Source: an optimization exercise on an open RTL-to-GDS flow (aim: small area). Production flows keep margins and buffers that such runs may drop. Function was checked by simulation only, so behaviour that the tests miss may differ from the original. Power figures rest on the tool's default switching activity, not on a simulated workload.

==> design.v <==
module PWM_core ( 
 input reset, clk,
 input [7:0] switch_in,
 input [8:0] pulse_period,
 input [3:0] byteenable,
 output reg out 
);
reg [7:0] duty_cycle, counter;
always@(posedge clk or negedge reset)
begin
   if(~reset) 
   begin
		counter <= 32'b1; 
		duty_cycle <= 32'b0;
	end
	else if(counter == pulse_period)
	begin
		counter <= 32'b1;
	end
	else 
	begin
		counter <= counter + 1'b1;
		if(byteenable[0]) duty_cycle[7:0] <= switch_in[7:0];
	end
end 
always@(posedge clk)
begin
	if(counter <= duty_cycle)
	begin
		out = 1'b1;
	end
	else 
	begin
		out = 1'b0;
	end
end
endmodule
module avalon_wrapper (
	input wire csi_clk,
	input wire rsi_rst_n, 
	input wire avs_s0_read, 
	input wire avs_s0_write, 
	input wire avs_s0_chip_select, 
	input wire [3:0] avs_s0_byteenable, 
	input wire[31:0] avs_s0_writedata, 
	input wire [1:0] avs_s0_address,
	output wire [31:0] avs_s0_readdata,
	output coe_pwm_out
	);
	reg [31:0] pulse_width, period;
	reg [31:0] read_data;
	reg enable;
	wire load_pulse_width, load_period, load_enable;
	wire read_pulse_width, read_period, read_enable;
	wire pwm_out;
	wire [3:0] load_pulse_width_lanes;
	wire [3:0] load_period_lanes;
	assign coe_pwm_out = pwm_out & enable;
	assign avs_s0_readdata = read_data;
	PWM_core PWM_core0(
		.reset(rsi_rst_n),
		.clk(csi_clk), 
		.switch_in(pulse_width),
		.pulse_period(period),
		.byteenable(4'b1111),
		.out(pwm_out) 
	);
	assign load_pulse_width = avs_s0_chip_select & avs_s0_write & (avs_s0_address == 0);
	assign load_period = avs_s0_chip_select & avs_s0_write & (avs_s0_address == 1);
	assign load_enable = avs_s0_chip_select & avs_s0_write & (avs_s0_address == 2);
	assign read_pulse_width = avs_s0_chip_select & avs_s0_read & (avs_s0_address == 0);
	assign read_period = avs_s0_chip_select & avs_s0_read & (avs_s0_address == 1);
	assign read_enable = avs_s0_chip_select & avs_s0_read & (avs_s0_address == 2);
	always @ (posedge csi_clk or negedge rsi_rst_n) begin
		if (rsi_rst_n == 0) begin
			pulse_width <= 250000; 
			period <= 500000; 
			enable <= 0;
		end
		else
		begin
			if (load_pulse_width == 1) begin
				if  (avs_s0_byteenable[0] == 1) begin
					pulse_width[7:0] <=avs_s0_writedata[7:0];
				end 
				if  (avs_s0_byteenable[1] == 1) begin
					pulse_width[15:8] <=avs_s0_writedata[15:8];
				end 
				if  (avs_s0_byteenable[2] == 1) begin
					pulse_width[23:16] <=avs_s0_writedata[23:16];
				end 
				if  (avs_s0_byteenable[3] == 1) begin
					pulse_width[31:24] <=avs_s0_writedata[31:24];
				end 
			end
			if (load_period == 1) begin
				if  (avs_s0_byteenable[0] == 1) begin
					period[7:0] <=avs_s0_writedata[7:0];
				end 
				if  (avs_s0_byteenable[1] == 1) begin
					period[15:8] <=avs_s0_writedata[15:8];
				end 
				if  (avs_s0_byteenable[2] == 1) begin
					period[23:16] <=avs_s0_writedata[23:16];
				end 
				if  (avs_s0_byteenable[3] == 1) begin
					period[31:24] <=avs_s0_writedata[31:24];
				end 
			end
			if (load_enable== 1) begin
				if  (avs_s0_byteenable[0] == 1) begin
					enable <= avs_s0_writedata[0];
				end 
			end
		end  
	end  
	always @ (posedge csi_clk) begin
		if (read_pulse_width == 1) begin
			if  (avs_s0_byteenable[0] == 1) begin
				read_data[7:0] <= pulse_width[7:0];
			end 
			if  (avs_s0_byteenable[1] == 1) begin
				read_data[15:8] <= pulse_width[15:8];
			end 
			if  (avs_s0_byteenable[2] == 1) begin
				read_data[23:16] <= pulse_width[23:16];
			end 
			if  (avs_s0_byteenable[3] == 1) begin
				read_data[31:24] <= pulse_width[31:24];
			end 
		end
		if (read_period == 1) begin
			if  (avs_s0_byteenable[0] == 1) begin
				read_data[7:0] <= period[7:0];
			end 
			if  (avs_s0_byteenable[1] == 1) begin
				read_data[15:8] <= period[15:8];
			end 
			if  (avs_s0_byteenable[2] == 1) begin
				read_data[23:16] <= period[23:16];
			end 
			if  (avs_s0_byteenable[3] == 1) begin
				read_data[31:24] <= period[31:24];
			end 
		end
		if (read_enable== 1) begin
			if  (avs_s0_byteenable[0] == 1) begin
				read_data <= enable;
			end
		end
	end
endmodule
==> run.sh <==
#!/bin/bash
# synth_recipe.tcl (not shown) runs the flow's synth.tcl, then flattens the netlist and writes it again
# the make line also repeats each setting of config.mk as NAME=value (left out here)
make -C /OpenROAD-flow-scripts/flow DESIGN_CONFIG=/design/flow/config.mk WORK_HOME=/design/flow/orfs CLKGATE_MAP_FILE= SYNTH_SCRIPT=/design/flow/synth_recipe.tcl finish
==> config.mk <==
export PLATFORM = sky130hd
export DESIGN_NAME = avalon_wrapper
export DESIGN_NICKNAME = avalon_wrapper
export VERILOG_FILES = /design/flow/design.v
export SDC_FILE = /design/flow/constraint.sdc
export NUM_CORES = 4
export LEC_CHECK = 0
export CAP_MARGIN = 20
export CORE_MARGIN = 2
export CORE_UTILIZATION = 40
export SLEW_MARGIN = 20
==> constraint.sdc <==
create_clock -name core_clock -period 10.0 [get_ports {csi_clk}]
set_input_delay 2.0000 -clock core_clock [delete_from_list [all_inputs] [get_ports {csi_clk}]]
set_output_delay 2.0000 -clock core_clock [all_outputs]
set_load 0.01 [all_outputs]
==> flow_summary.toml <==
[cts]
clock_latency_ns = 0.40
cts_tree = "built"
path_clk_slew_ns = 0.05
post_cts_resized = 0
cts_sinks = 114
cts_setup_buffers = 0
numCtsBuffers = 17
clock_path_buffers = 2
cts_hold_buf = 0
cts-root-buf = "clkbuf_16"
htreeDepth = 4

[floorplanning]
rows = 40
ioPinCount = 76
coreArea_um2 = 11900
start_util_pct = 40.8
dieArea_um2 = 13000
dieWidth_um = 114
die_y_um = 114

[setup_path]
ff2ff_setup_slack_ns = 7.99
required_ns = 10.28
start_kind = "input pin"
cp_top_family = "buffers and inverters"
crit_buf_inv = 1
crit_path_max_fanout = 35
crit_path_start = "avs_s0_address[0]"
path_class = "input pin to flip-flop"
r2r-start = "period[5]$_DFFE_PN1P_"
critPathMaxStageDelay_ns = 0.77
path_cells = "buf_2, nor3b_2, nand2_1, mux2_1"
r2r-end = "PWM_core0.duty_cycle[0]$_DFFE_PN0P_"
rr_worst_depth = 4
crit_path_top_delay_cell = "buf_2"
crit_arrival_ns = 3.93
endpoint_kind = "flip-flop"

[sta]
worst_slew_pin_slew_ns = 1.04
min_period_ns = 3.66
max_freq_mhz = 274
setup_viol = 0
setup_tns_ns = 0
finClkSkew_ns = 0.00687
hold_violations = 0
fin_crit_sh_pct = 36.6
slew_headroom_pct = 30.8
slew_violations = 0
rsz0062_at_grt = "no"

[pwr]
ir_drop_mv = 0.106
power.leakage_nw = 2.74
power.density_nw_per_um2 = 270
fin_total_pwr_mw = 1.72

[drt]
wl_per_cell_um = 16.1
drt-total-wl_mm = 10.2
drtIter0Drc = 131
ant_nets = 0
vias = 3167
first_pass_iters = 4
route.detailed.drc = 0
vias_per_cell = 5.03

[final_layout]
drive_gt1_share_pct = 23.9
num_antenna_cells = 0
area_delta_synth_final_pct = 31.3
fin_nets = 521
post-route-cell-area_um2 = 6380

[min_path]
hp-class = "flip-flop to flip-flop"
hold_start = "PWM_core0.counter[0]$_DFF_PN1_"
whs_endpoint = "PWM_core0.counter[0]$_DFF_PN1_"
hold_depth = 1

[synth]
yosys.area.top_type = "dfrtp_1"
synth_edf_count = 0
yosysSeqAreaShare_pct = 55.7
ys_async_sr_fraction_pct = 71.1
postSynthAreaPerCell_um2 = 12.4
syn_nets = 443
synth_warnings = 4
synthFlopType = "dfrtp_1"
yosys-top-cells-area = "dfrtp_1 34%, mux2_2 14%, dfxtp_1 14%, dfstp_2 8.1%, mux2i_1 6.6%"
synth_cell_type_count = 36
netlist_area_um2 = 4860
synth-seq-cells = 114
yosysTopAreaCellShare_pct = 34.0
synth_cells = 391

[job]
cap_violations = 0

[global_routing]
grt_pass1_vias = 3197
grt_max_degree = 82
grt_pass1_wl_mm = 16.6
track_usage_pct = 16.9
grt-ovfl-total = 0
antenna_found_initial = 0

[placement]
place.gp.congestion = 0.786
place_area_um2 = 5710
io_buffers = 75
dpl.hpwl_mm = 7.16

[status]
outcome = "complete, no violations"
synthesized netlist by cell type (8+ instances only):
master,n
a211oi_1,31
and2_1,9
buf_2,11
dfrtp_1,66
dfstp_2,15
dfxtp_1,33
ha_1,9
inv_1,8
mux2_2,61
mux2i_1,32
nand2_1,20
nor2_1,35
o21ai_0,10
xor2_1,9
metal layers:
| metal | global-route usage [%] | wire length [um] | vias to the layer above |
|---|---|---|---|
| li1 | - | - | 1553 |
| met1 | 22.7 | 4930 | 1541 |
| met2 | 25.4 | 4650 | 63 |
| met3 | 5.82 | 446 | 10 |
| met4 | 6.18 | 136 | 0 |
| met5 | 0 | 0 | - |
cell usage in the layout, fill, tap and decap left out, drive strengths merged, types with 3 or more instances in the layout:
cell type / netlist / routed
dfrtp: 66 / 66
bufinv: 0 / 6
dfxtp: 33 / 33
mux2: 66 / 66
a211oi: 31 / 31
inv: 8 / 8
clkbuf: 5 / 22
dfstp: 15 / 15
nand2: 20 / 20
o21ai: 10 / 10
ha: 9 / 9
nor2: 35 / 35
xnor2: 5 / 5
nand3: 5 / 5
xor2: 9 / 9
clkinv: 0 / 4
buf: 12 / 3
clkdlybuf4s50: 0 / 73
a31oi: 3 / 3
and2: 9 / 9
mux2i: 32 / 32
layout make-up:
cell class / count / area [um2]
fillers: 1020 / 5530
flip-flops and latches: 114 / 2710
multi-input cells: 252 / 2040
repair buffers: 76 / 754
clock buffers: 22 / 464
clock inverters: 10 / 204
well taps: 147 / 184
inverters: 8 / 30.0
through the flow:
step / setup WS [ns] / utilization, % / cells / hold slack (ns)
3_5_place_dp: 5.91 / 47.9 / 597 / 0.472
4_1_cts: 6.33 / 53.5 / 629 / 0.485
2_1_floorplan: 6.92 / - / 391 / 0.449
3_3_place_gp: 5.99 / 47.9 / 597 / 0.470
5_1_grt: 6.23 / 53.6 / 629 / 0.496
6_report: 6.34 / 53.6 / 629 / 0.485
sequential cells by signal, indices dropped and copies added (netlist names):
register / count
read_data: 32
pulse_width: 32
PWM_core0.counter: 8
enable: 1
PWM_core0.duty_cycle: 8
PWM_core0.out: 1
period: 32
how the worst max path moves through the flow:
| stage | endpoint | slack [ns] | cells past startpoint |
|---|---|---|---|
| global route | period[28]$_DFFE_PN0P_ | 6.23 | 4 |
| floorplan | period[27]$_DFFE_PN0P_ | 6.92 | 4 |
| global placement | period[27]$_DFFE_PN0P_ | 5.99 | 4 |
| CTS | period[28]$_DFFE_PN0P_ | 6.33 | 4 |
| detailed placement | period[28]$_DFFE_PN0P_ | 5.91 | 4 |
| finish | period[28]$_DFFE_PN0P_ | 6.34 | 4 |
cells by family (layout without fill, tap and decap cells):
family                   Yosys count  count (layout)  synth area share, %
XOR/XNOR                          14              14                 2.52
adder cells (fa/ha/maj)            9               9                 2.32
flip-flops                       114             114                 55.7
buffers and inverters             25             116                 2.40
AO/OA/AOI/OAI                     49              49                 6.88
multiplexers                      98              98                 22.0
AND/OR/NAND/NOR                   82              82                 8.19
where the power goes:
group          switching (mW)  total, mW  internal [mW]
sequential             0.0803      0.671          0.590
clock                   0.200      0.679          0.479
combinational           0.158      0.371          0.213

## re-timing with driven ports
In the flow no input, the clock included, has a driving cell. The finished layout below was timed again as built, in two steps.
Step 1 (the two cells are an assumption about what drives the block):
set clk [get_ports {csi_clk}]
set_driving_cell -lib_cell sky130_fd_sc_hd__clkbuf_16 $clk
set_driving_cell -lib_cell sky130_fd_sc_hd__buf_2 [delete_from_list [all_inputs] $clk]
Step 2 moves the port delays by t, midway between the first and last clock arrival at a register: inputs arrive t later, outputs are due t later. That takes back most of the time a late clock gives input paths.
Three values: ideal, step 1, step 2; two values: the first two.
t, ns: 0.436
setup slack, ns: 6.344 / 6.346 / 5.910
worst hold slack (ns): 0.485 / 0.485 / 0.485
worst setup path at the end: input to register
worst register clock-pin slew, ns: 0.05 / 0.05
After both steps setup and hold are still met in this run. The setup slack of this run moves by +0.002 ns with the drivers and by -0.434 ns with both steps.
